Background: an optimization exercise with open tools, aiming at small area, a short achievable clock period and few clock cycles. Do not read the settings as production practice.
RTL that was checked went through simulation tests only; none was proved equivalent to the original.
No activity file was given, so power comes from the tool's default toggle rates.

Design RISC15, start of the top module:
module RISC15(clk, proc_rst, mem_addr, mem_wdata, mem_write_n, mem_rdata, halted);
	input  wire        clk, proc_rst;
	output wire [15:0] mem_addr;
	output wire [15:0] mem_wdata;
	output wire        mem_write_n;
	input  wire [15:0] mem_rdata;
	output reg         halted;
	reg  [15:0] MA;         
	reg         fetching;   
	reg         rv;         
	reg  [15:0] IR;         
	reg  [7:0]  sa, sb;     
	reg         d_va;       
	reg         iv;         
	reg         bt;         
	reg  [15:0] pcX;        
	reg         nj;         
	reg         lport;      
	reg  [2:0]  ldr_p;
	reg         ldp;        
	reg  [2:0]  ldr_w;
	reg         wn;
	reg  [15:0] wd;
	reg         rst_q;      
	reg  [15:0] R [0:6];
	assign mem_addr    = MA;
	assign mem_wdata   = wd;
	assign mem_write_n = wn;
	wire [3:0]  op = IR[15:12];
	wire [2:0]  ra = IR[11:9], rb = IR[8:6], rc = IR[5:3];
	wire [15:0] simm = {{10{IR[5]}}, IR[5:0]};
	wire is_add = op == 4'b0000;
	wire is_adi = op == 4'b0001;
	wire is_ndu = op == 4'b0010;
	wire is_lhi = op == 4'b0011;
	wire is_lw  = op == 4'b0100;
	wire is_sw  = op == 4'b0101;
	wire is_jlr = op == 4'b1001;
	wire is_beq = op == 4'b1100;
	wire is_hlt = op == 4'b1010 || op == 4'b1011 || op == 4'b1101 || op == 4'b1110 || op == 4'b1111;
	reg [15:0] va, vb;
	integer k;
	always @* begin
		va = sa[7] ? pcX : 16'd0;
		vb = sb[7] ? pcX : 16'd0;
		for (k = 0; k < 7; k = k + 1) begin
			va = va | (sa[k] ? R[k] : 16'd0);
			vb = vb | (sb[k] ? R[k] : 16'd0);
		end
	end
  ...
Size in the first run: about 52 I/O pins.
==> module RISC15, before the edit <==
module RISC15(clk, proc_rst, mem_addr, mem_wdata, mem_write_n, mem_rdata, halted);
	input  wire        clk, proc_rst;
	output wire [15:0] mem_addr;
	output wire [15:0] mem_wdata;
	output wire        mem_write_n;
	input  wire [15:0] mem_rdata;
	output reg         halted;
	reg  [15:0] MA;         
	reg         fetching;   
	reg         rv;         
	reg  [15:0] IR;         
	reg  [7:0]  sa, sb;     
	reg         d_va;       
	reg         iv;         
	reg         bt;         
	reg  [15:0] pcX;        
	reg         nj;         
	reg         lport;      
	reg  [2:0]  ldr_p;
	reg         ldp;        
	reg  [2:0]  ldr_w;
	reg         wn;
	reg  [15:0] wd;
	reg         rst_q;      
	reg  [15:0] R [0:6];
	assign mem_addr    = MA;
	assign mem_wdata   = wd;
	assign mem_write_n = wn;
	wire [3:0]  op = IR[15:12];
	wire [2:0]  ra = IR[11:9], rb = IR[8:6], rc = IR[5:3];
	wire [15:0] simm = {{10{IR[5]}}, IR[5:0]};
	wire is_add = op == 4'b0000;
	wire is_adi = op == 4'b0001;
	wire is_ndu = op == 4'b0010;
	wire is_lhi = op == 4'b0011;
	wire is_lw  = op == 4'b0100;
	wire is_sw  = op == 4'b0101;
	wire is_jlr = op == 4'b1001;
	wire is_beq = op == 4'b1100;
	wire is_hlt = op == 4'b1010 || op == 4'b1011 || op == 4'b1101 || op == 4'b1110 || op == 4'b1111;
	reg [15:0] va, vb;
	integer k;
	always @* begin
		va = sa[7] ? pcX : 16'd0;
		vb = sb[7] ? pcX : 16'd0;
		for (k = 0; k < 7; k = k + 1) begin
			va = va | (sa[k] ? R[k] : 16'd0);
			vb = vb | (sb[k] ? R[k] : 16'd0);
		end
	end
	wire [15:0] opb = d_va ? va : simm;
	wire [15:0] ap  = vb ^ opb;
	wire [15:0] ag  = vb & opb;
	reg  [15:0] gg, pp, g2, p2;
	integer l, j;
	always @* begin
		gg = ag; pp = ap;
		for (l = 0; l < 4; l = l + 1) begin
			g2 = gg; p2 = pp;
			for (j = 0; j < 16; j = j + 1)
				if (j[l]) begin
					g2[j] = gg[j] | (pp[j] & gg[((j >> l) << l) - 1]);
					p2[j] = pp[j] & pp[((j >> l) << l) - 1];
				end
			gg = g2; pp = p2;
		end
	end
	wire [15:0] sum = ap ^ {gg[14:0], 1'b0};
	wire        eq  = ~|ap;
	reg  [13:0] hc;
	integer m;
	always @* begin
		hc[0] = 1'b1;
		for (m = 1; m < 14; m = m + 1) hc[m] = hc[m-1] & pcX[m+1];
	end
	wire [13:0] hinc = pcX[15:2] ^ hc;
	wire [15:0] pc1  = {&pcX[1:0] ? hinc : pcX[15:2], pcX[1:0] + 2'd1};
	wire ra_chk = is_add | is_ndu | is_adi | is_sw | is_beq | is_lhi | is_jlr;
	wire rb_chk = is_add | is_ndu | is_adi | is_sw | is_beq | is_lw | is_jlr;
	wire rc_chk = is_add | is_ndu;
	wire dep = lport & iv & ((ra_chk & ra == ldr_p) | (rb_chk & rb == ldr_p) | (rc_chk & rc == ldr_p));
	wire wr_op  = is_add | is_ndu | is_adi | is_lhi | is_jlr;
	wire wstall = ldp;
	wire go     = iv & ~bt & ~wstall & ~dep & ~is_hlt;
	wire taken  = go & is_beq & eq;            
	wire run    = (go & ~taken) | bt;
	wire jlrj   = go & is_jlr & (ra != rb);
	wire jump   = jlrj | bt;
	wire memop  = go & (is_lw | is_sw);
	wire ld_ir  = rv & (~iv | run);
	wire [1:0]  nk  = {1'b0, ~nj} + {1'b0, rv & ~dep} + {1'b0, fetching};
	wire [2:0]  nlo = {1'b0, pcX[1:0]} + {1'b0, nk};
	wire [15:0] nf  = {nlo[2] ? hinc : pcX[15:2], nlo[1:0]};
	wire        wr_x = go & wr_op;
	wire [2:0]  wa   = ldp ? ldr_w : (is_add | is_ndu) ? rc : ra;
	wire        s_sum = ~rst_q & ~ldp & (is_add | is_adi);
	wire        s_ndu = ~rst_q & ~ldp & is_ndu;
	wire        s_lhi = ~rst_q & ~ldp & is_lhi;
	wire        s_jlr = ~rst_q & ~ldp & is_jlr;
	wire        s_ld  = ~rst_q & ldp;
	wire [15:0] wdat = ({16{s_sum}} & sum) | ({16{s_ndu}} & ~ag) |
	                   ({16{s_lhi}} & {IR[8:0], 7'd0}) | ({16{s_jlr}} & pc1) |
	                   ({16{s_ld}} & mem_rdata);
	wire        we   = wr_x | ldp;
	integer i;
	always @(posedge clk)
		for (i = 0; i < 7; i = i + 1)
			if (rst_q || (we && wa == i)) R[i] <= wdat;
	wire [15:0] ir_in = (mem_rdata[15:12] == 4'b0001) ?
	                    {mem_rdata[15:12], mem_rdata[8:6], mem_rdata[11:9], mem_rdata[5:0]} : mem_rdata;
	always @(posedge clk) begin
		wd <= va;
		ldr_p <= ra;
		ldr_w <= ldr_p;
		rst_q <= ~proc_rst;
		if (ld_ir) begin
			IR <= ir_in;
			sa <= 8'd1 << ir_in[11:9];
			sb <= 8'd1 << ir_in[8:6];
			d_va <= ir_in[15:12] == 4'b0000 || ir_in[15:12] == 4'b0010 || ir_in[15:12] == 4'b1100;
		end else if (taken) begin
			sb <= 8'h80;            
			d_va <= 1'b0;
		end
		if (~proc_rst) begin
			MA <= 16'd0;
			fetching <= 1'b1;
			rv <= 1'b0;
			iv <= 1'b0;
			bt <= 1'b0;
			pcX <= 16'd0;
			nj <= 1'b1;
			lport <= 1'b0;
			ldp <= 1'b0;
			wn <= 1'b1;
			halted <= 1'b0;
		end else begin
			MA <= jlrj ? vb : (memop | bt) ? sum : nf;
			fetching <= ~memop;
			rv <= fetching & ~jump;
			iv <= jump ? 1'b0 : ld_ir ? 1'b1 : run ? 1'b0 : iv;
			bt <= taken;
			if (jump) begin pcX <= jlrj ? vb : sum; nj <= 1'b1; end
			else if (ld_ir) begin pcX <= nj ? pcX : pc1; nj <= 1'b0; end
			lport <= go & is_lw;
			ldp <= lport;
			wn <= ~(go & is_sw);
			halted <= halted | (iv & is_hlt);
		end
	end
endmodule
clock: 10.0 ns
lec_check: 0
abc_area: 1
cap_margin: 20
core_margin: 2
core_utilization: 40
cts_buf_list: sky130_fd_sc_hd__clkbuf_8
slew_margin: 20
tns_end_percent: 5
standard.sh (not shown) runs the stock make flow with config.mk's settings and CLKGATE_MAP_FILE= SYNTH_SCRIPT=/design/flow/synth_recipe.tcl, a recipe that flattens the netlist after the stock synthesis.
==> flow/flow/run.sh <==
#!/bin/bash
# Standard layout (the standard.sh), with two changes in how it is made:
# repair aims for a larger setup margin, and the port buffers are buf_1 cells.
bash standard.sh SETUP_SLACK_MARGIN=8 "BUFFER_PORTS_ARGS=-buffer_cell sky130_fd_sc_hd__buf_1"  finish > standard.log 2>&1
Testbench counts at the start, summed over its fixed seeds: cycles 20,518.
Rerun with:
--- a/flow/design.v
+++ b/flow/design.v
@@ -9,10 +9,12 @@
 	reg         fetching;   
 	reg         rv;         
 	reg  [15:0] IR;         
 	reg  [7:0]  sa, sb;     
 	reg         d_va;       
+	reg         d_jlr;      
+	reg         d_lhi;      
 	reg         iv;         
 	reg         bt;         
 	reg  [15:0] pcX;        
 	reg         nj;         
 	reg         lport;      
@@ -46,11 +48,11 @@
 		for (k = 0; k < 7; k = k + 1) begin
 			va = va | (sa[k] ? R[k] : 16'd0);
 			vb = vb | (sb[k] ? R[k] : 16'd0);
 		end
 	end
-	wire [15:0] opb = d_va ? va : simm;
+	wire [15:0] opb = d_va ? va : d_lhi ? {IR[8:0], 7'd0} : {simm[15:1], simm[0] | d_jlr};
 	wire [15:0] ap  = vb ^ opb;
 	wire [15:0] ag  = vb & opb;
 	reg  [15:0] gg, pp, g2, p2;
 	integer l, j;
 	always @* begin
@@ -91,18 +93,14 @@
 	wire [1:0]  nk  = {1'b0, ~nj} + {1'b0, rv & ~dep} + {1'b0, fetching};
 	wire [2:0]  nlo = {1'b0, pcX[1:0]} + {1'b0, nk};
 	wire [15:0] nf  = {nlo[2] ? hinc : pcX[15:2], nlo[1:0]};
 	wire        wr_x = go & wr_op;
 	wire [2:0]  wa   = ldp ? ldr_w : (is_add | is_ndu) ? rc : ra;
-	wire        s_sum = ~rst_q & ~ldp & (is_add | is_adi);
+	wire        s_sum = ~rst_q & ~ldp & (is_add | is_adi | is_jlr | is_lhi);
 	wire        s_ndu = ~rst_q & ~ldp & is_ndu;
-	wire        s_lhi = ~rst_q & ~ldp & is_lhi;
-	wire        s_jlr = ~rst_q & ~ldp & is_jlr;
 	wire        s_ld  = ~rst_q & ldp;
-	wire [15:0] wdat = ({16{s_sum}} & sum) | ({16{s_ndu}} & ~ag) |
-	                   ({16{s_lhi}} & {IR[8:0], 7'd0}) | ({16{s_jlr}} & pc1) |
-	                   ({16{s_ld}} & mem_rdata);
+	wire [15:0] wdat = ({16{s_sum}} & sum) | ({16{s_ndu}} & ~ag) | ({16{s_ld}} & mem_rdata);
 	wire        we   = wr_x | ldp;
 	integer i;
 	always @(posedge clk)
 		for (i = 0; i < 7; i = i + 1)
 			if (rst_q || (we && wa == i)) R[i] <= wdat;
@@ -113,12 +111,14 @@
 		ldr_p <= ra;
 		ldr_w <= ldr_p;
 		rst_q <= ~proc_rst;
 		if (ld_ir) begin
 			IR <= ir_in;
-			sa <= 8'd1 << ir_in[11:9];
-			sb <= 8'd1 << ir_in[8:6];
+			sa <= 8'd1 << (ir_in[15:12] == 4'b1001 ? ir_in[8:6] : ir_in[11:9]);
+			sb <= ir_in[15:12] == 4'b1001 ? 8'h80 : ir_in[15:12] == 4'b0011 ? 8'h00 : 8'd1 << ir_in[8:6];
+			d_jlr <= ir_in[15:12] == 4'b1001;
+			d_lhi <= ir_in[15:12] == 4'b0011;
 			d_va <= ir_in[15:12] == 4'b0000 || ir_in[15:12] == 4'b0010 || ir_in[15:12] == 4'b1100;
 		end else if (taken) begin
 			sb <= 8'h80;            
 			d_va <= 1'b0;
 		end
@@ -133,16 +133,16 @@
 			lport <= 1'b0;
 			ldp <= 1'b0;
 			wn <= 1'b1;
 			halted <= 1'b0;
 		end else begin
-			MA <= jlrj ? vb : (memop | bt) ? sum : nf;
+			MA <= jlrj ? va : (memop | bt) ? sum : nf;
 			fetching <= ~memop;
 			rv <= fetching & ~jump;
 			iv <= jump ? 1'b0 : ld_ir ? 1'b1 : run ? 1'b0 : iv;
 			bt <= taken;
-			if (jump) begin pcX <= jlrj ? vb : sum; nj <= 1'b1; end
+			if (jump) begin pcX <= jlrj ? va : sum; nj <= 1'b1; end
 			else if (ld_ir) begin pcX <= nj ? pcX : pc1; nj <= 1'b0; end
 			lport <= go & is_lw;
 			ldp <= lport;
 			wn <= ~(go & is_sw);
 			halted <= halted | (iv & is_hlt);
The new run finished clean.
Sequential share of layout area is lower by 2.1 points.
Setup slack is better by 0.15 ns.
Power is higher by a few percent.
Via count is higher by a few percent.
Hold slack is better by 0.022 ns.
Die area is higher slightly.
Clock power is higher by a few percent.
Routed wire length hardly moves.
No functional check of the RTL was part of the second run of this note.

==> afterwards: timing with drivers on the ports <==
In the flow no input, the clock included, has a driving cell. The finished layouts below were timed again as built, in two steps.
Step 1 (the two cells are an assumption about what drives the block):
set clk [get_ports {clk}]
set_driving_cell -lib_cell sky130_fd_sc_hd__clkbuf_16 $clk
set_driving_cell -lib_cell sky130_fd_sc_hd__buf_2 [delete_from_list [all_inputs] $clk]
Step 2 moves the port delays by t, midway between the first and last clock arrival at a register: inputs arrive t later, outputs are due t later. That takes back most of the time a late clock gives input paths.
a / b / c = ideal / step 1 / step 2; a / b = the first two.
run | t, ns | setup WS [ns] | worst data-port slew with drivers (ns)
the first run | 0.577 | 6.414 / 6.414 / 6.086 | 0.03
the second run | 0.589 | 6.559 / 6.559 / 6.239 | 0.03
After both steps every run listed still meets setup and hold. The setup slack of the first run, which loses most, moves by 0.000 ns with the drivers and by -0.328 ns with both steps.
